Source: an optimization exercise on an open RTL-to-GDS flow (aim: small area, a short achievable clock period and few clock cycles per item). Production flows keep margins and buffers that such runs may drop.
Only simulation tests tie the RTL to the original design; equivalence was not proved.

// ysyx_041461_DIV
module ysyx_041461_DIV(
    input  wire   [0:0]  clk          ,
    input  wire   [0:0]  rst          ,
    input  wire   [0:0]  DIV_valid_in ,
    input  wire   [0:0]  DIV_signed   ,
    input  wire   [0:0]  DIV_divw     ,
    input  wire   [63:0] DIV_dividend ,
    input  wire   [63:0] DIV_divisor  ,
    output reg    [0:0]  DIV_valid_out,
    output wire   [63:0] DIV_quotient ,
    output wire   [63:0] DIV_remainder
);
Size: about 2,500 cells after synthesis, about 210 flip-flops, about 260 I/O pins, ~21,000 um^2 of cells after synthesis.
clock: 11.0 ns
lec_check: 0
cap_margin: 60
core_margin: 2
core_utilization: 70
place_density: 0.75
setup_slack_margin: 5
slew_margin: 60
run.sh (not shown) runs the stock make flow with config.mk's settings and CLKGATE_MAP_FILE= SYNTH_SCRIPT=/design/flow/synth_recipe.tcl, a recipe that flattens the netlist after the stock synthesis.
Testbench counts at the start, summed over its fixed seeds: cycles 20,075, items 1,600.
==> next run, changes <==
CAP_MARGIN = 50   (was 60)
SLEW_MARGIN = 50   (was 60)
Result: Die area stays the same; non-clock buffer count decreases by 11; clock-buffer cell count increases by 5; wire length decreases by 1.7%; core utilization decreases by 1.2 points; fmax increases by 3.0%; final area decreases by 1.4%.
==> next run, changes <==
CAP_MARGIN = 60   (was 50)
CORE_UTILIZATION = 60   (was 70)
PLACE_DENSITY = unset   (was 0.75)
SLEW_MARGIN = 60   (was 50)
Result: Non-clock buffer count went up by 14. Count of clock-buffer cells in the layout went up by 1. Area after synthesis stays the same.
==> next run, changes <==
CORE_UTILIZATION = 65   (was 60)
PLACE_DENSITY = 0.7   (was unset)
After rerunning: Utilization grows by 5.2 points; count of clock-buffer cells in the layout shrinks by 7; fmax shrinks slightly; synthesized cell count does not change; setup slack gets worse by 0.018 ns; cell count shrinks slightly; area after synthesis does not change; routed wire length grows slightly.

---

lane 1:
ysyx_041461_DIV, a different RTL version from the one above (not shown whole).
For scale: roughly 2600 cells after synthesis, ~210 flip-flops, roughly 260 I/O pins.
Design ysyx_041461_DIV, start of the top module:
module ysyx_041461_DIV(
    input  wire   [0:0]  clk          ,
    input  wire   [0:0]  rst          ,
    input  wire   [0:0]  DIV_valid_in ,
    input  wire   [0:0]  DIV_signed   ,
    input  wire   [0:0]  DIV_divw     ,
    input  wire   [63:0] DIV_dividend ,
    input  wire   [63:0] DIV_divisor  ,
    output reg    [0:0]  DIV_valid_out,
    output wire   [63:0] DIV_quotient ,
    output wire   [63:0] DIV_remainder
);
clock: 11.0 ns
lec_check: 0
cap_margin: 60
core_margin: 2
core_utilization: 70
place_density: 0.75
setup_slack_margin: 5
slew_margin: 60
In summary, lane 1 completed successfully, with a layout that passed the timing, DRC and antenna checks.
Testbench counts of lane 1, summed over its fixed seeds: cycles 19,601, items 1,600.
Here is what was changed in the inputs of lane 2 compared with lane 1.
Settings: PLACE_DENSITY removed (was 0.75); CORE_UTILIZATION changed from 70 to 60.
[summary]
In summary, lane 2 completed successfully, with a layout that passed the timing, DRC and antenna checks.
Lane 2 vs. lane 1: routing usage on met1 -7.8 points, overall routing resource usage -9.1 points, global-route met2 utilization -14 points.
Core utilization (lane 2 over lane 1): decrease, 12 points
In lane 2, the growth of design area from synthesis to finish came out 0.60 points below the value in lane 1.
When lane 2 is measured against lane 1, its post-layout minimum cycle time turns out 170 ps lower.

---

Setup of MS:
Another version of the RTL of ysyx_041461_DIV (not shown whole).
Size in the first run: ~210 flip-flops, roughly 260 I/O pins, ~0.020 mm² of cells after synthesis.
==> flow/config.mk <==
export PLATFORM = sky130hd
export DESIGN_NAME = ysyx_041461_DIV
export DESIGN_NICKNAME = ysyx_041461_DIV
export VERILOG_FILES = /design/flow/design.v
export SDC_FILE = /design/flow/constraint.sdc
export NUM_CORES = 4
export LEC_CHECK = 0
export ABC_CLOCK_PERIOD_IN_PS = 3000
export CAP_MARGIN = 20
export CORE_MARGIN = 2
export CORE_UTILIZATION = 40
export SETUP_SLACK_MARGIN = 5
export SLEW_MARGIN = 20
==> flow/constraint.sdc <==
create_clock -name core_clock -period 11.0 [get_ports {clk}]
set_input_delay 2.2000 -clock core_clock [delete_from_list [all_inputs] [get_ports {clk}]]
set_output_delay 2.2000 -clock core_clock [all_outputs]
set_load 0.01 [all_outputs]
MS | status: complete | timing, DRC, antenna: pass
Testbench counts of MS, summed over its fixed seeds: cycles 19,898, items 1,600.
The inputs of AL differ from those of MS as listed below.
Settings: clearing SETUP_SLACK_MARGIN, which used to be 5; clearing ABC_CLOCK_PERIOD_IN_PS, which used to be 3000.
### Flow results
Sum of met3 wire segment lengths after detailed routing shrinks by a few percent when moving from MS to AL. AL vs. MS: via count closely matched the old numbers; wire length went up by 690 µm.

---

## job 8953
ysyx_041461_DIV, a different RTL version from the one above (not shown whole).
Size: roughly 210 flip-flops, ~260 I/O pins, roughly 0.021 sq mm of cells after synthesis.
clock: 11.0 ns
lec_check: 0
cap_margin: 50
core_margin: 2
core_utilization: 70
place_density: 0.8
setup_slack_margin: 5
slew_margin: 50
Testbench counts of job 8953, summed over its fixed seeds: cycles 20,075, items 1,600.
#### Input delta (job 1987 over job 8953)
# job 8953
export LEC_CHECK = 0
export CAP_MARGIN = 50
export CORE_MARGIN = 2
export CORE_UTILIZATION = 70
export PLACE_DENSITY = 0.8
export SETUP_SLACK_MARGIN = 5
export SLEW_MARGIN = 50
create_clock -name core_clock -period 11.0 [get_ports {clk}]
# job 1987
export LEC_CHECK = 0
export CAP_MARGIN = 40
export CORE_MARGIN = 2
export CORE_UTILIZATION = 70
export PLACE_DENSITY = 0.75
export SETUP_SLACK_MARGIN = 5
export SLEW_MARGIN = 40
create_clock -name core_clock -period 11.0 [get_ports {clk}]
[summary]
- The run with more routed wire is job 8953, not job 1987.
- The fmax in job 1987 was lower than what job 8953 gave.
- Going from job 8953 to job 1987, total iterations of the first detailed-routing run shrinks by 1.
- Going from job 8953 to job 1987, reg-to-reg setup timing slack shows a reduction of 0.05 ns; growth of design area from synthesis to finish shows no meaningful change.
- Delta (job 1987 minus job 8953): register area stayed essentially flat; setup slack fell by 0.047 ns; depth of the critical timing path with buffers and inverters included rose by 3.
Input changes introduced in job 8327 (baseline for comparison: job 1987):
# job 1987
export LEC_CHECK = 0
export CAP_MARGIN = 40
export CORE_MARGIN = 2
export CORE_UTILIZATION = 70
export PLACE_DENSITY = 0.75
export SETUP_SLACK_MARGIN = 5
export SLEW_MARGIN = 40
create_clock -name core_clock -period 11.0 [get_ports {clk}]
# job 8327
export LEC_CHECK = 0
export CAP_MARGIN = 60
export CORE_MARGIN = 2
export CORE_UTILIZATION = 70
export PLACE_DENSITY = 0.75
export SETUP_SLACK_MARGIN = 5
export SLEW_MARGIN = 60
create_clock -name core_clock -period 11.0 [get_ports {clk}]
Findings:
Job 1987 did not stop at any stage, and its layout met the timing, DRC and antenna checks.
Job 8327: full flow OK, the timing, DRC and antenna checks passed
Measured against each other, job 1987 and job 8327 differ in cell area after layout, the higher figure coming from job 8327.
[job 8327] flip-flop and latch share of the layout cell area fell 0.32 points relative to job 1987
Of job 1987 and job 8327, job 8327 shows the lower worst reg-to-reg path cell count, with job 1987 above it.
Status: number of nets in the layout parity (job 8327, job 1987)
Edits applied to the flow inputs when going from job 8327 to job 7118:
# job 8327
export LEC_CHECK = 0
export CAP_MARGIN = 60
export CORE_MARGIN = 2
export CORE_UTILIZATION = 70
export PLACE_DENSITY = 0.75
export SETUP_SLACK_MARGIN = 5
export SLEW_MARGIN = 60
create_clock -name core_clock -period 11.0 [get_ports {clk}]
# job 7118
export LEC_CHECK = 0
export CAP_MARGIN = 50
export CORE_MARGIN = 2
export CORE_UTILIZATION = 70
export PLACE_DENSITY = 0.75
export SETUP_SLACK_MARGIN = 5
export SLEW_MARGIN = 50
create_clock -name core_clock -period 11.0 [get_ports {clk}]
[summary]
Compared to job 8327, job 7118 has count of clock-buffer cells in the layout 2 higher. Detailed-route wire length is higher on job 8327. Final critical path time including I/O delays and setup delta (job 7118 − job 8327): favourable. Compared with job 8327, job 7118 shows a total of plain and repair buffers excluding clock buffers that is 8 lower.
